From an optimization exercise on the open Yosys and OpenROAD flow, aimed at small area; shortcuts taken in it are not production practice. The RTL was checked by simulation tests, not by an equivalence proof against the original design. No driver is modelled on the clock port, so clocking that relies on it looks cheaper here than on a real chip. Power and IR drop assume default switching activity.

==> inputs of trial 96 <==
==> flow/design.v <==
`timescale 1ns / 1ps
module ld19_rx_top( uart_rx, sysclk, rst, led, led0_r, led0_g, led0_b );
    input uart_rx;
    input sysclk;
    input rst;
    output [1:0] led;
    output led0_r;
    output led0_g;
    output led0_b;
    reg [3:0] ph;
    reg [5:0] tm;
    reg       mm;
    wire run  = (ph[2]) | (ph[3]);
    wire isinit = (!ph[1] & !ph[2] & !ph[3]);
    wire waitlow = (ph[1] & !ph[2] & !ph[3]);
    wire b10  = (ph[1] & ph[2] & ph[3]);
    wire tick = (!tm[0] & tm[1] & !tm[2] & !tm[3] & tm[4] & tm[5]);
    wire tev  = (tm[0] & tm[1] & !tm[2] & !tm[3] & !tm[4] & !tm[5]);
    wire ev   = b10 && tev;
    wire samp = tick && ((!ph[2] & ph[3]) | (!ph[0] & !ph[1] & ph[3]) | (ph[0] & ph[2] & !ph[3]) | (ph[1] & ph[2] & !ph[3]));
    wire expb = (ph[0] & ph[1]) | (ph[0] & !ph[2]);
    always @(posedge sysclk) begin
        tm <= !run ? 6'd11 : tick ? 6'd1 : {tm[4:0], ~(tm[5] ^ tm[4])};
        if (rst)
            ph <= 4'd1;
        else if (isinit) begin
            if (uart_rx) ph <= ph + 1'b1;
        end else if (waitlow) begin
            if (!uart_rx) ph <= ph + 1'b1;
        end else if (tick)
            ph <= b10 ? 4'd3 : ph + 1'b1;
        if (!run)
            mm <= 1'b0;
        else if (samp && (uart_rx != expb))
            mm <= 1'b1;
    end
    reg [8:0] pb;
    reg [2:0] pk;
    reg [2:0] se;
    reg       tog;
    wire       pb0  = !pb[0] & !pb[1] & !pb[2] & !pb[3] & !pb[4] & !pb[5] & !pb[6] & !pb[7];
    wire       pend = pb[0] & pb[1] & pb[2] & !pb[3] & !pb[6] & pb[7] & pb[8];
    wire [8:0] pbn  = {pb[7:0], ~(pb[8] ^ pb[4])};
    wire       pk5  = pk[2] & pk[0];
    wire       pk6  = pk[2] & pk[1];
    wire [2:0] pkn  = pk6 ? 3'd0 : pk + 1'b1;
    wire [2:0] sen  = {se[1:0], ~se[2]};
    wire [1:0] lvl  = {se[2], se[2] ? ~se[1] : se[0]};
    always @(posedge sysclk) begin
        if (rst) begin
            pb <= 9'd0;
            pk <= 3'd0;
            se <= 3'd0;
            tog <= 1'b0;
        end else if (ev) begin
            if (pk6 || pend) pb <= 9'd0; else pb <= pbn;
            if (pk6 || pk5 || pend) pk <= pkn;
            if (pk6) se <= 3'd0; else if (pb0 && mm && !pk5) se <= sen;
            if (pk6) tog <= ~tog;
        end
    end
    assign led = pk6 ? lvl : 2'b00;
    assign led0_r = tog;
    assign led0_g = 1'b1;
    assign led0_b = 1'b1;
endmodule
==> flow/flow/run.sh <==
#!/bin/bash
# Own layout flow: the standard flow (standard.sh) with these changes:
#  - synthesis: the same ORFS synthesis script (my_synth.tcl wraps it like
#    synth_recipe.tcl), but ABC maps with several area-oriented scripts
#    (abc_scripts.txt) and the smallest result is kept; yosys's full-adder
#    extraction is skipped (ADDER_MAP_FILE empty);
#  - port buffers use the smallest buffer cell;
#  - the clock is distributed by a single clock buffer (clkbuf.tcl, run
#    before CTS) instead of a two-level tree.
# Each tool's full output is in orfs/logs/sky130hd/ld19_rx_top/base/; make's own
# output is in standard.log.
W=$(pwd)
export MY_ABC_SCRIPTS=$W/flow/abc_scripts.txt
bash standard.sh \
  SYNTH_SCRIPT=$W/flow/my_synth.tcl \
  ADDER_MAP_FILE= \
  SYNTH_INSBUF=0 \
  "BUFFER_PORTS_ARGS=-buffer_cell sky130_fd_sc_hd__buf_1" \
  PRE_CTS_TCL=$W/flow/clkbuf.tcl \
  "CTS_ARGS=-sink_clustering_enable -repair_clock_nets -clk_nets sysclk" \
  finish > standard.log 2>&1
==> flow/flow/abc_scripts.txt <==
strash; &get -n; &fraig -x; &put; scorr; dc2; strash; &get -n; &dch -f; &nf -R 1000; &put
strash; dch; map -a; topo
strash; dc2; strash; dch -f; map -a; mfs2; strash; dch -f; map -a; topo
strash; ifraig; scorr; dc2; strash; dch -f; amap; topo
strash; balance; rewrite; refactor; balance; rewrite; rewrite -z; balance; refactor -z; rewrite -z; balance; dch -f; map -a; topo
strash; balance; rewrite; refactor; balance; rewrite; rewrite -z; balance; refactor -z; rewrite -z; balance; balance; resub -K 6; rewrite; resub -K 6 -N 2; refactor; resub -K 8; balance; resub -K 8 -N 2; rewrite; resub -K 10; rewrite -z; resub -K 10 -N 2; balance; resub -K 12; refactor -z; resub -K 12 -N 2; rewrite -z; balance; &get -n; &dch -f; &nf -R 1000; &put
strash; balance; resub -K 6; rewrite; resub -K 6 -N 2; refactor; resub -K 8; balance; resub -K 8 -N 2; rewrite; resub -K 10; rewrite -z; resub -K 10 -N 2; balance; resub -K 12; refactor -z; resub -K 12 -N 2; rewrite -z; balance; balance; resub -K 6; rewrite; resub -K 6 -N 2; refactor; resub -K 8; balance; resub -K 8 -N 2; rewrite; resub -K 10; rewrite -z; resub -K 10 -N 2; balance; resub -K 12; refactor -z; resub -K 12 -N 2; rewrite -z; balance; dch -f; map -a; topo
strash; &get -n; &deepsyn -J 20 -S 0; &put; &get -n; &dch -f; &nf -R 1000; &put
strash; &get -n; &deepsyn -J 50 -S 0; &put; &get -n; &dch -f; &nf -R 1000; &put
strash; &get -n; &deepsyn -J 20 -S 3; &put; &get -n; &dch -f; &nf -R 1000; &put
strash; &get -n; &deepsyn -J 50 -S 3; &put; &get -n; &dch -f; &nf -R 1000; &put
strash; &get -n; &deepsyn -J 20 -S 5; &put; &get -n; &dch -f; &nf -R 1000; &put
strash; &get -n; &deepsyn -J 50 -S 5; &put; &get -n; &dch -f; &nf -R 1000; &put
strash; &get -n; &deepsyn -J 20 -S 0; &put; &get -n; &nf -R 1000; &put
strash; &get -n; &deepsyn -J 50 -S 0; &put; &get -n; &nf -R 1000; &put
strash; &get -n; &deepsyn -J 20 -S 3; &put; &get -n; &nf -R 1000; &put
strash; &get -n; &deepsyn -J 50 -S 3; &put; &get -n; &nf -R 1000; &put
strash; &get -n; &deepsyn -J 20 -S 5; &put; &get -n; &nf -R 1000; &put
strash; &get -n; &deepsyn -J 50 -S 5; &put; &get -n; &nf -R 1000; &put
strash; &get -n; &deepsyn -J 100 -S 0; &put; &get -n; &dch -f; &nf -R 1000; &put; mfs3 -ae
strash; &get -n; &deepsyn -J 20 -S 0; &put; &get -n; &dch -f; &nf -R 1000; &put; mfs3 -ae
strash; &get -n; &deepsyn -J 100 -S 14; &put; &get -n; &dch -f; &nf -R 1000; &put; mfs3 -ae
strash; &get -n; &deepsyn -J 20 -S 14; &put; &get -n; &dch -f; &nf -R 1000; &put; mfs3 -ae
strash; &get -n; &deepsyn -J 100 -S 3; &put; &get -n; &dch -f; &nf -R 1000; &put; mfs3 -ae
strash; &get -n; &deepsyn -J 20 -S 3; &put; &get -n; &dch -f; &nf -R 1000; &put; mfs3 -ae
strash; &get -n; &deepsyn -J 100 -S 5; &put; &get -n; &dch -f; &nf -R 1000; &put; mfs3 -ae
strash; &get -n; &deepsyn -J 20 -S 5; &put; &get -n; &dch -f; &nf -R 1000; &put; mfs3 -ae
strash; &get -n; &deepsyn -J 100 -S 10; &put; &get -n; &dch -f; &nf -R 1000; &put; mfs3 -ae
strash; &get -n; &deepsyn -J 100 -S 20; &put; &get -n; &dch -f; &nf -R 1000; &put; mfs3 -ae
strash; &get -n; &deepsyn -J 100 -S 23; &put; &get -n; &dch -f; &nf -R 1000; &put; mfs3 -ae
strash; &get -n; &deepsyn -J 100 -S 30; &put; &get -n; &dch -f; &nf -R 1000; &put; mfs3 -ae
strash; &get -n; &deepsyn -J 100 -S 35; &put; &get -n; &dch -f; &nf -R 1000; &put; mfs3 -ae
strash; &get -n; &deepsyn -J 100 -S 37; &put; &get -n; &dch -f; &nf -R 1000; &put; mfs3 -ae
strash; &get -n; &deepsyn -J 100 -S 38; &put; &get -n; &dch -f; &nf -R 1000; &put; mfs3 -ae
strash; &get -n; &deepsyn -J 100 -S 39; &put; &get -n; &dch -f; &nf -R 1000; &put; mfs3 -ae
strash; &get -n; &deepsyn -J 100 -S 46; &put; &get -n; &dch -f; &nf -R 1000; &put; mfs3 -ae
strash; &get -n; &deepsyn -J 100 -S 50; &put; &get -n; &dch -f; &nf -R 1000; &put; mfs3 -ae
strash; &get -n; &deepsyn -J 100 -S 60; &put; &get -n; &dch -f; &nf -R 1000; &put; mfs3 -ae
strash; &get -n; &deepsyn -J 100 -S 70; &put; &get -n; &dch -f; &nf -R 1000; &put; mfs3 -ae
strash; &get -n; &deepsyn -J 100 -S 80; &put; &get -n; &dch -f; &nf -R 1000; &put; mfs3 -ae
strash; &get -n; &deepsyn -J 100 -S 90; &put; &get -n; &dch -f; &nf -R 1000; &put; mfs3 -ae
==> flow/flow/clkbuf.tcl <==
# PRE_CTS hook: drive every clock sink from one clock buffer (buf_12), placed at the
# sinks' centroid (detailed placement in cts.tcl legalizes it). The clock
# port then feeds only this buffer, and clock_tree_synthesis (run with
# -clk_nets sysclk) finds no further net to build a tree on.
set block [ord::get_db_block]
set db [ord::get_db]
set clk [$block findNet sysclk]
set master [$db findMaster sky130_fd_sc_hd__buf_12]
set newnet [odb::dbNet_create $block clknet_root]
$newnet setSigType CLOCK
set inst [odb::dbInst_create $block $master clkbuf_root]
set sx 0; set sy 0; set n 0
foreach it [$clk getITerms] {
  set i [$it getInst]
  set bb [$i getBBox]
  incr sx [expr {([$bb xMin]+[$bb xMax])/2}]
  incr sy [expr {([$bb yMin]+[$bb yMax])/2}]
  incr n
  $it disconnect
  $it connect $newnet
}
$inst setLocation [expr {$sx/$n}] [expr {$sy/$n}]
$inst setPlacementStatus PLACED
[$inst findITerm A] connect $clk
[$inst findITerm X] connect $newnet
puts "clkbuf.tcl: one clock buffer (buf_12) drives $n sinks"
==> flow/flow/my_synth.tcl <==
# The standard synthesis (synth_recipe.tcl), except that ABC's technology
# mapping tries several area-oriented scripts and keeps the smallest result.
proc synth {args} { yosys synth -nofsm -noshare {*}$args }
proc abc {args} {
  set i [lsearch -exact $args -script]
  if {$i >= 0} { set args [lreplace $args $i [expr {$i+1}]] }
  set i [lsearch -exact $args -D]
  if {$i >= 0} { set args [lreplace $args $i [expr {$i+1}]] }
  set lib [lindex $args [expr {[lsearch -exact $args -liberty] + 1}]]
  set xargs ""
  for {set i 0} {$i < [llength $args]} {incr i} {
    if {[lindex $args $i] eq "-dont_use"} { append xargs " -X [lindex $args [expr {$i+1}]]" }
  }
  # one ABC script per line of abc_scripts.txt
  set f [open $::env(MY_ABC_SCRIPTS) r]
  set scripts {}
  foreach line [split [read $f] "\n"] {
    set line [string trim $line]
    if {$line ne ""} { lappend scripts $line }
  }
  close $f
  set blif $::env(RESULTS_DIR)/abc_in.blif
  yosys design -save preabc
  yosys abc -script "+write_blif,$blif;,strash;,map" {*}$args
  yosys design -load preabc
  set abcexe [file join [file dirname $::env(YOSYS_EXE)] yosys-abc]
  set best ""
  set besta 1e99
  foreach s $scripts {
    if {[catch {exec $abcexe -c "read_lib -w$xargs $lib; read_blif $blif; $s; topo; print_stats"} out]} {
      puts "ABC script failed: $s"
      continue
    }
    if {[regexp {area =([0-9.]+)} $out -> a]} {
      puts "ABC script area $a: $s"
      if {$a < $besta} { set besta $a; set best $s }
    }
  }
  puts "ABC best script (area $besta): $best"
  if {$best eq ""} {
    yosys abc -script $::env(SCRIPTS_DIR)/abc_speed.script {*}$args
  } else {
    yosys abc -script "+[string map {{ } ,} $best]" {*}$args
  }
}
source $::env(SCRIPTS_DIR)/synth.tcl
# left out here: clear keep_hierarchy, flatten, clean up, hide names made inside functions, write 1_2_yosys.v
==> flow/standard.sh <==
#!/bin/bash
# synth_recipe.tcl (not shown) runs the flow's synth.tcl, then flattens the netlist and writes it again
# the make line also repeats each setting of config.mk as NAME=value (left out here)
make -C /OpenROAD-flow-scripts/flow DESIGN_CONFIG=/design/flow/config.mk WORK_HOME=/design/flow/orfs CLKGATE_MAP_FILE= SYNTH_SCRIPT=/design/flow/synth_recipe.tcl "${@:-finish}"
==> flow/config.mk <==
export PLATFORM = sky130hd
export DESIGN_NAME = ld19_rx_top
export DESIGN_NICKNAME = ld19_rx_top
export VERILOG_FILES = /design/flow/design.v
export SDC_FILE = /design/flow/constraint.sdc
export NUM_CORES = 4
export LEC_CHECK = 0
export CAP_MARGIN = 20
export CORE_AREA = 2.3 2.7 67.7 67.3
export DIE_AREA = 0 0 70 70
export GPL_TIMING_DRIVEN = 0
export SLEW_MARGIN = 20
==> flow/constraint.sdc <==
create_clock -name core_clock -period 10.0 [get_ports {sysclk}]
set_input_delay 2.0000 -clock core_clock [delete_from_list [all_inputs] [get_ports {sysclk}]]
set_output_delay 2.0000 -clock core_clock [all_outputs]
set_load 0.01 [all_outputs]
==> build 33: changes against trial 96 <==
==> flow/design.v, changed modules only <==
module ld19_rx_top( uart_rx, sysclk, rst, led, led0_r, led0_g, led0_b );
    input uart_rx;
    input sysclk;
    input rst;
    output [1:0] led;
    output led0_r;
    output led0_g;
    output led0_b;
    reg [4:0] ph;
    reg [4:0] tm;
    reg       mm;
    wire run  = (ph[2]) | (ph[4]) | (ph[0] & ph[1]);
    wire isinit = (!ph[0] & !ph[1] & !ph[2] & !ph[4]);
    wire waitlow = (!ph[0] & ph[1] & !ph[2] & !ph[4]) | (ph[0] & !ph[1] & !ph[2] & !ph[4]);
    wire h20  = (ph[0] & ph[1] & ph[2] & ph[3] & ph[4]);
    wire h19  = (!ph[0] & ph[1] & ph[2] & ph[3] & ph[4]);
    wire tick = (tm[0] & tm[1] & tm[2] & tm[4]);
    wire tev  = (tm[0] & tm[2] & tm[3]);
    wire ev   = h19 && tev;
    wire samp = tick && ((ph[0] & !ph[3]) | (ph[0] & !ph[2] & ph[4]) | (ph[0] & ph[2] & !ph[4]));
    wire expb = (!ph[1] & ph[4]);
    always @(posedge sysclk) begin
        tm <= (!run || tick) ? 5'd22 : {tm[3:0], ~(tm[4] ^ tm[2])};
        if (rst)
            ph <= 5'd8;
        else if (isinit) begin
            if (uart_rx) ph <= ph + 1'b1;
        end else if (waitlow) begin
            if (!uart_rx) ph <= ph + 1'b1;
        end else if (tick)
            ph <= h20 ? 5'd10 : ph + 1'b1;
        if (!run)
            mm <= 1'b0;
        else if (samp && (uart_rx != expb))
            mm <= 1'b1;
    end
    reg [8:0] pb;
    reg [2:0] pk;
    reg [2:0] se;
    reg       tog;
    wire       pb0  = !pb[0] & !pb[1] & !pb[2] & !pb[3] & !pb[4] & !pb[5] & !pb[6] & !pb[7];
    wire       pend = pb[0] & pb[1] & pb[2] & !pb[3] & !pb[6] & pb[7] & pb[8];
    wire [8:0] pbn  = {pb[7:0], ~(pb[8] ^ pb[4])};
    wire       pk5  = pk[2] & pk[0];
    wire       pk6  = pk[2] & pk[1];
    wire [2:0] pkn  = pk6 ? 3'd0 : pk + 1'b1;
    wire [2:0] sen  = {se[1:0], ~se[2]};
    wire [1:0] lvl  = {se[2], se[2] ? ~se[1] : se[0]};
    always @(posedge sysclk) begin
        if (rst) begin
            pb <= 9'd0;
            pk <= 3'd0;
            se <= 3'd0;
            tog <= 1'b0;
        end else if (ev) begin
            if (pk6 || pend) pb <= 9'd0; else pb <= pbn;
            if (pk6 || pk5 || pend) pk <= pkn;
            if (pk6) se <= 3'd0; else if (pb0 && mm && !pk5) se <= sen;
            if (pk6) tog <= ~tog;
        end
    end
    assign led = pk6 ? lvl : 2'b00;
    assign led0_r = tog;
    assign led0_g = 1'b1;
    assign led0_b = 1'b1;
endmodule
==> flow/flow/my_synth.tcl (replaced) <==
# The standard synthesis (synth_recipe.tcl), except that ABC's technology
# mapping tries several area-oriented scripts and keeps the smallest result.
proc synth {args} { yosys synth -nofsm -noshare {*}$args }
proc abc {args} {
  set i [lsearch -exact $args -script]
  if {$i >= 0} { set args [lreplace $args $i [expr {$i+1}]] }
  set i [lsearch -exact $args -D]
  if {$i >= 0} { set args [lreplace $args $i [expr {$i+1}]] }
  set lib [lindex $args [expr {[lsearch -exact $args -liberty] + 1}]]
  # one ABC script per line of abc_scripts.txt, passed inline ("+...",
  # with commas standing for blanks)
  set f [open $::env(MY_ABC_SCRIPTS) r]
  set scripts {}
  foreach line [split [read $f] "\n"] {
    set line [string trim $line]
    if {$line ne ""} { lappend scripts "+[string map {{ } ,} $line]" }
  }
  close $f
  yosys design -save preabc
  set best ""
  set besta 1e99
  foreach s $scripts {
    yosys design -load preabc
    if {[catch {yosys abc -script $s {*}$args} err]} { puts "ABC script $s failed"; continue }
    yosys opt_clean
    yosys tee -q -o $::env(RESULTS_DIR)/abc_try.txt stat -liberty $lib
    set f [open $::env(RESULTS_DIR)/abc_try.txt r]; set t [read $f]; close $f
    if {[regexp {Chip area for module [^:]*: ([0-9.]+)} $t -> a]} {
      puts "ABC script $s: area $a"
      if {$a < $besta} { set besta $a; set best $s; yosys design -save bestabc }
    }
  }
  puts "ABC best script $best: area $besta"
  yosys design -load bestabc
}
source $::env(SCRIPTS_DIR)/synth.tcl
# left out here: clear keep_hierarchy, flatten, clean up, hide names made inside functions, write 1_2_yosys.v
==> flow_summary_export.csv <==
group,metric,value,unit
outcome,outcome,"complete, no violations",
timing,worst_slew_pin_slew,0.676,ns
power_and_ir_drop,ir_drop,85.6,uV
power_and_ir_drop,p_int,151,uW
detailed_routing,wl_met2,746,um
timing,max_freq,0.313,GHz
setup_path,r2r_setup_slack,7.92,ns
power_and_ir_drop,p_per_area,188,nW/um^2
yosys,netlist_area,993,um^2
# the run above: trial 96

==> flow_summary_export.csv <==
group,metric,value,unit
outcome,outcome,"complete, no violations",
power_and_ir_drop,ir_drop,74.6,uV
setup_path,crit_end,"pb[8]$_SDFFE_PP0P_",
timing,max_freq,0.293,GHz
place,routabilityCongestion,0.785,
power_and_ir_drop,p_per_area,143,nW/um^2
power_and_ir_drop,swShare,0.198,
timing,worst_slew_pin_slew,0.840,ns
floorplan,num_rows,23,
yosys,netlist_area,1010,um^2
setup_path,critPathTopFamily,"simple AND/OR/NAND/NOR gates",
setup_path,r2r-end,"se[1]$_SDFFE_PP0P_",
yosys,synth_top_family_by_area,"simple AND/OR/NAND/NOR gates",
power_and_ir_drop,p_int,127,uW
cts,post_cts_resized,0,
detailed_routing,wl_met2,864,um
# the run above: build 33

[static timing again, ports no longer ideal]
How much do the figures lean on ideal ports? The routed layouts below were timed once more, with nothing changed but the port constraints.
Step 1, drivers: a clkbuf_16 drives sysclk and a buf_2 each remaining input, both assumed.
Step 2 also shifts input and output timing later by t, the mid clock arrival at the registers, as if the neighbouring blocks saw the same clock.
a / b / c = ideal / step 1 / step 2; a / b = the first two.
run | t (ns) | slack for setup (ns) | hold slack, ns
trial 96 | 0.165 | 6.804 / 6.817 / 6.653 | 0.465 / 0.465 / 0.465
build 33 | 0.163 | 6.591 / 6.600 / 6.437 | 0.465 / 0.465 / 0.465
After both steps setup and hold are still met in every run listed. For build 33, which loses most, drivers alone change the setup slack by +0.009 ns; drivers and shift together by -0.154 ns.
